This design comes from an exercise in tuning for small area on the open sky130 flow, not from production work.
Where RTL was checked, it was by simulation tests only, not by an equivalence proof against the original.
No activity file was given, so power comes from the tool's default toggle rates.

Setup of raven:
==> flow/design.v (excerpt) <==
module conv(
  input clk,
  input reset,
  input [15:0] pxl_in,
  output [15:0] pxl_out,
  output [9:0] count,
  output valid
);
Size: roughly 1500 cells after synthesis, roughly 970 flip-flops, roughly 45 I/O pins, about 26000 um2 of cells after synthesis.
make LEC_CHECK=0 ABC_AREA=1 CAP_MARGIN=20 CORE_MARGIN=2 CORE_UTILIZATION=40 SLEW_MARGIN=20 SYNTH_HIERARCHICAL=1 finish   # period 7.5 ns
run.sh (not shown) runs the stock make flow with config.mk's settings and CLKGATE_MAP_FILE= SYNTH_SCRIPT=/design/flow/synth_recipe.tcl, a recipe that flattens the netlist after the stock synthesis.
raven finished end to end and its layout was clean on timing, DRC and antenna.
Edits applied to the flow inputs when going from raven to zinc:
- putting CTS_CLUSTER_SIZE at 25 where nothing was set
- putting CTS_CLUSTER_DIAMETER at 150 where nothing was set
Results
- The met3 track demand over resource in global routing number comes out lower for zinc vs raven.
- Against raven, internal power consumption in zinc fell by more than 10%.
- Against raven, zinc reports a met2 global-route usage that is lower.
- Re met3 wirelength from detailed routing: zinc is about 30% down on raven.
- Looking at zinc and raven, the hold slack is a wash.
- zinc vs. raven: worst-case setup margin in the final layout moved down, total vias in the final route moved down, via count of the first global-routing pass moved down, number of logic stages on the critical path including buffering level, wire length reported by the detailed router moved down.
- Re power density over the cells: raven was higher than zinc.
Here is what was changed in the inputs of cedar compared with zinc.
- changing CTS_CLUSTER_DIAMETER from 150 to 100
- changing CTS_CLUSTER_SIZE from 25 to 30
Findings:
zinc and cedar ended up with nearly the same count of non-filler cells in the finished layout.
Between zinc and cedar, routed wire length decreased.
~same design area in zinc and cedar
[compare] base=zinc new=cedar: proportion of layout cells with a drive suffix above 1 level, global-route wire length before repair now sits at about the same level.
Against zinc, cedar reports a highest achievable clock rate that is higher.
Between zinc and cedar, the difference in total power is negligible.
Per the comparison of cedar with zinc, combinational share of power comparable; final setup skew now smaller; number of stages on the worst setup path now larger; synthesized cell count comparable.
Inputs modified between cedar and violet:
- changing CTS_CLUSTER_SIZE from 30 to 25
- changing CAP_MARGIN from 20 to 0
- setting GPL_TIMING_DRIVEN to 0 for the first time
- changing SLEW_MARGIN from 20 to 0
- changing CTS_CLUSTER_DIAMETER from 100 to 150
--- outcome ---
Design area: violet lower than cedar. The lower peak fanout along the critical path of violet and cedar is in cedar. violet: done, clean on timing, DRC and antenna. violet: final non-filler cell total is 62 lower than what cedar reported. cedar → violet: number of cells upsized or downsized after cts climbed 19, share of power burned in the clock network held.
No functional check of the RTL was part of any run of this note.

---

conv, a different RTL version from the one above (not shown whole).
Size: ~1400 cells after synthesis, ~45 I/O pins, about 0.026 sq mm of cells after synthesis.
clock: 7.5 ns
lec_check: 0
abc_area: 0
cap_margin: 0
core_margin: 2
core_utilization: 45
cts_cluster_diameter: 150
cts_cluster_size: 25
gpl_timing_driven: 0
slew_margin: 0
synth_hierarchical: 1
standard.sh (not shown) runs the stock make flow with config.mk's settings and CLKGATE_MAP_FILE= SYNTH_SCRIPT=/design/flow/synth_recipe.tcl, a recipe that flattens the netlist after the stock synthesis.
==> flow/flow/run.sh <==
#!/bin/bash
# The standard layout (standard.sh) with two changes: the port buffers are
# the two-strength buffer cell, and clock tree synthesis puts up to 30 flip-flops
# (within 70 um) on one leaf buffer and adds no dummy loads.
# ORFS writes each step's full log under orfs/logs/; make's output goes to
# standard.log.
set -euo pipefail
export BUFFER_PORTS_ARGS="-buffer_cell sky130_fd_sc_hd__buf_2"
export CTS_ARGS="-sink_clustering_enable -repair_clock_nets -dont_use_dummy_load -sink_clustering_size 30 -sink_clustering_max_diameter 70"
bash standard.sh > standard.log 2>&1
Edit:
==> flow/flow/run.sh (replaced) <==
#!/bin/bash
# The standard layout (standard.sh) with two changes: the port buffers are
# the two-strength buffer cell, and clock tree synthesis puts up to 28 flip-flops
# (within 80 um) on one leaf buffer and adds no dummy loads.
# ORFS writes each step's full log under orfs/logs/; make's output goes to
# standard.log.
set -euo pipefail
export BUFFER_PORTS_ARGS="-buffer_cell sky130_fd_sc_hd__buf_2"
export CTS_ARGS="-sink_clustering_enable -repair_clock_nets -dont_use_dummy_load -sink_clustering_size 28 -sink_clustering_max_diameter 80"
bash standard.sh > standard.log 2>&1
- CORE_UTILIZATION: 45 -> 55
Result:
- The new run completed with no timing, DRC or antenna violations
- count of clock-buffer cells in the layout is unchanged
- global-route usage climbs by 3.0 points
- clock skew drops by 22 ps
- total power barely changes
- synthesized area is unchanged
- die area drops by about 18%
- hold slack gets better by 31 ps
- non-clock buffer count climbs by 6
- setup slack gets better by 5.9 ps
- first-iteration DRC count drops by about 15%

## static timing again, ports no longer ideal
In the flow no input, the clock included, has a driving cell. The finished layouts below were timed again as built, in two steps. Step 1, drivers: a clkbuf_16 drives clk and a buf_2 each remaining input, both assumed. Step 2, shift: input delay + t, output delay - t, t = (earliest + latest rising clock arrival at the registers) / 2. This alone moves slack from input paths to output paths. a / b / c = no drivers / after step 1 / after step 2; a / b = the first two.
run	t, ns	setup WS [ns]	worst hold slack (ns)
raven	0.676	0.201 / 0.236 / -0.440	0.312 / 0.312 / 0.312
zinc	0.649	0.174 / 0.208 / -0.441	0.310 / 0.310 / 0.310
cedar	0.642	0.204 / 0.229 / -0.413	0.316 / 0.316 / 0.316
violet	0.643	0.317 / 0.316 / -0.327	0.315 / 0.315 / 0.315
the first run of note 2	0.615	0.187 / 0.198 / -0.418	0.271 / 0.271 / 0.271
the second run of note 2	0.617	0.193 / 0.215 / -0.402	0.303 / 0.303 / 0.303
With both steps, setup timing fails in every run listed, where it was met with ideal ports. For violet, which loses most, drivers alone change the setup slack by -0.001 ns; drivers and shift together by -0.644 ns.
